What follows belongs to an exercise in optimizing a design on an open flow for small area; a production flow would make more cautious choices.
At most, simulation tests tie the RTL to the original design; equivalence was not proved.
Power figures rest on the tool's default switching activity, not on a simulated workload.

P:
==> flow/design.v (excerpt) <==
module PKT_Detector #(
    parameter   DATA_WIDTH    = 8   ,
                PKT_CNT_WIDTH = 4   ,
                OUT_PKT_WIDTH = 160
) (
    input   logic                           reset     ,
    input   logic                           clk       ,
    input   logic   [DATA_WIDTH - 1 : 0]    data_in   ,
    input   logic                           dataK     ,
    output  logic   [PKT_CNT_WIDTH - 1 : 0] PKT_count ,
    output  logic   [OUT_PKT_WIDTH - 1 : 0] PKT       ,
    output  logic                           MRd       ,
    output  logic                           MWr       ,
    output  logic                           IORd      ,
    output  logic                           IOWr      ,
    output  logic                           CfgRd0    ,
    output  logic                           CfgWr0    ,
    output  logic                           CfgRd1    ,
    output  logic                           CfgWr1    ,
    output  logic                           Cpl       ,
    output  logic                           Cp1D
);
==> module PKT_Detector, before the edit <==
module PKT_Detector #(
    parameter   DATA_WIDTH    = 8   ,
                PKT_CNT_WIDTH = 4   ,
                OUT_PKT_WIDTH = 160
) (
    input   logic                           reset     ,
    input   logic                           clk       ,
    input   logic   [DATA_WIDTH - 1 : 0]    data_in   ,
    input   logic                           dataK     ,
    output  logic   [PKT_CNT_WIDTH - 1 : 0] PKT_count ,
    output  logic   [OUT_PKT_WIDTH - 1 : 0] PKT       ,
    output  logic                           MRd       ,
    output  logic                           MWr       ,
    output  logic                           IORd      ,
    output  logic                           IOWr      ,
    output  logic                           CfgRd0    ,
    output  logic                           CfgWr0    ,
    output  logic                           CfgRd1    ,
    output  logic                           CfgWr1    ,
    output  logic                           Cpl       ,
    output  logic                           Cp1D
);
logic [151:0] dl;
logic [4:0]   cnt;
logic [143:0] body;       
logic         valid_n;    
wire last = (cnt == 5'd20);
wire good = last && (dl[7:0] == 8'hFD);
logic [151:0] dl_n;
always_ff @(posedge clk) dl_n <= {dl_n[143:0], ~data_in};
assign dl = ~dl_n;
always_ff @(posedge clk or negedge reset) begin
    if (!reset)
        cnt <= 5'd0;
    else if (cnt == 5'd0 || cnt == 5'd21)
        cnt <= {4'd0, (data_in == 8'hFB) && dataK};
    else if (last)
        cnt <= good ? 5'd21 : 5'd0;
    else
        cnt <= cnt + 5'd1;
end
logic [143:0] incoming;
always_comb
    for (int k = 1; k <= 18; k++)
        incoming[8*(k-1) +: 8] = dl[8*(19-k) +: 8];
logic [143:0] body_n;     
always_ff @(posedge clk)
    if (good) body_n <= ~incoming;    
assign body = ~body_n;
always_ff @(posedge clk or negedge reset) begin
    if (!reset) begin
        valid_n   <= 1'b1;
        PKT_count <= '0;
    end else begin
        if (good) begin
            valid_n   <= 1'b0;
            PKT_count <= PKT_count + 4'd1;
        end
    end
end
assign PKT = {!valid_n ? 8'hFD : 8'h00, body & ~{144{valid_n}}, !valid_n ? 8'hFB : 8'h00};
wire       pulse = (cnt == 5'd21);
wire [7:0] ty = body[23:16];    
assign MRd    = pulse && ty == 8'h00;
assign MWr    = pulse && ty == 8'h01;
assign IORd   = pulse && ty == 8'h02;
assign IOWr   = pulse && ty == 8'h42;
assign CfgRd0 = pulse && ty == 8'h04;
assign CfgWr0 = pulse && ty == 8'h44;
assign CfgRd1 = pulse && ty == 8'h05;
assign CfgWr1 = pulse && ty == 8'h45;
assign Cpl    = pulse && ty == 8'h0a;
assign Cp1D   = pulse && ty == 8'h4a;
endmodule
Settings: LEC_CHECK=0, ABC_AREA=1, CAP_MARGIN=20, CORE_MARGIN=2, CORE_UTILIZATION=65, PLACE_DENSITY=0.85, SLEW_MARGIN=20; clock period 5.0 ns.
standard.sh (not shown) runs the stock make flow with config.mk's settings and CLKGATE_MAP_FILE= SYNTH_SCRIPT=/design/flow/synth_recipe.tcl, a recipe that flattens the netlist after the stock synthesis.
==> flow/flow/run.sh <==
#!/bin/bash
# The standard ORFS layout (standard.sh), with these changes:
#  - synthesis maps the logic with a plain area-oriented ABC script (no buffering or
#    upsizing, which the later repair steps redo where needed) and no half/full-adder
#    cells; the registers and their names are those of the standard synthesis;
#  - port buffers are the smallest buffer (buf_1) instead of clkdlybuf4s50_1;
#  - clock tree: clkbuf_8 buffers, sink clusters of up to 22, no dummy loads.
# Each tool's full output stays in orfs/logs/; make's output goes to standard_flow.log.
set -euo pipefail
rm -rf scripts_area
cp -r "$FLOW_HOME/scripts" scripts_area
printf 'strash\ndch\nmap -a\ntopo\n' > scripts_area/abc_area.script
bash standard.sh \
  "SCRIPTS_DIR=$PWD/scripts_area" \
  "ADDER_MAP_FILE=" \
  "BUFFER_PORTS_ARGS=-buffer_cell sky130_fd_sc_hd__buf_1" \
  "CTS_ARGS=-sink_clustering_enable -repair_clock_nets -dont_use_dummy_load -buf_list sky130_fd_sc_hd__clkbuf_8 -sink_clustering_size 22 -sink_clustering_max_diameter 50" \
  finish > standard_flow.log 2>&1
Edits applied to the flow inputs when going from P to Q:
-- flow/design.v --
<<< P, line 25
logic [143:0] body;       
logic         valid_n;    
wire last = (cnt == 5'd20);
wire good = last && (dl[7:0] == 8'hFD);
logic [151:0] dl_n;
always_ff @(posedge clk) dl_n <= {dl_n[143:0], ~data_in};
>>> Q, line 25
logic [143:0] body;       
logic         valid_n;    
logic         pulse;      
wire idle = (cnt == 5'd0);
wire last = (cnt == 5'b00110);
wire good = last && (dl[7:0] == 8'hFD);
wire stp  = idle && (data_in == 8'hFB) && dataK;
logic [151:0] dl_n;
always_ff @(posedge clk) dl_n <= {dl_n[143:0], ~data_in};
<<< P, line 33
    if (!reset)
        cnt <= 5'd0;
    else if (cnt == 5'd0 || cnt == 5'd21)
        cnt <= {4'd0, (data_in == 8'hFB) && dataK};
    else if (last)
        cnt <= good ? 5'd21 : 5'd0;
    else
        cnt <= cnt + 5'd1;
end
logic [143:0] incoming;
>>> Q, line 36
    if (!reset)
        cnt <= 5'd0;
    else
        cnt <= (last ? 5'd0 : {cnt[3:0], cnt[4] ^ cnt[2]}) | {4'd0, stp};
end
logic [143:0] incoming;
<<< P, line 51
    if (!reset) begin
        valid_n   <= 1'b1;
        PKT_count <= '0;
    end else begin
        if (good) begin
            valid_n   <= 1'b0;
>>> Q, line 50
    if (!reset) begin
        valid_n   <= 1'b1;
        pulse     <= 1'b0;
        PKT_count <= '0;
    end else begin
        pulse <= good;
        if (good) begin
            valid_n   <= 1'b0;
<<< P, line 60
end
assign PKT = {!valid_n ? 8'hFD : 8'h00, body & ~{144{valid_n}}, !valid_n ? 8'hFB : 8'h00};
wire       pulse = (cnt == 5'd21);
wire [7:0] ty = body[23:16];    
assign MRd    = pulse && ty == 8'h00;
>>> Q, line 61
end
assign PKT = {!valid_n ? 8'hFD : 8'h00, body & ~{144{valid_n}}, !valid_n ? 8'hFB : 8'h00};
wire [7:0] ty = body[23:16];    
assign MRd    = pulse && ty == 8'h00;
### Flow results
Power in Q vs P: down 80 µW. P and Q ended up with roughly the same clock power share. Summary of Q over P: worst-case setup margin in the final layout rose 0.030 ns; gate count after technology mapping picked up an extra 2; multiplexer fraction of the synthesized cell area about even; flip-flop and latch count rose 0.33%; number of DRC markers after the initial detailed-route iteration saw a decrease. P → Q: wire length went down; global-route usage went down. Between Q and P, the final area does not differ in any meaningful way. Q vs P — share of power burned in combinational logic dropped 1.2 points.
No functional check of the RTL was part of Q.

==> static timing again, ports no longer ideal <==
How much do the figures lean on ideal ports? The routed layouts below were timed once more, with nothing changed but the port constraints. Step 1 assumes that a clkbuf_16 drives the clock port and a buf_2 every other input. Step 2, shift: input delay + t, output delay - t, t = (earliest + latest rising clock arrival at the registers) / 2. This alone moves slack from input paths to output paths. a / b / c = ideal ports / drivers / drivers and shift; a / b = the first two.
run | shift t [ns] | slack for setup (ns) | worst hold slack (ns) | clock arrival spread, ns | cell pins on the clock port's net
P | 0.495 | 1.400 / 1.368 / 1.862 | 0.261 / 0.261 / 0.261 | 0.072 / 0.071 | 1
Q | 0.498 | 1.431 / 1.397 / 1.896 | 0.297 / 0.297 / 0.297 | 0.047 / 0.047 | 1
After both steps setup and hold are still met in every run listed.
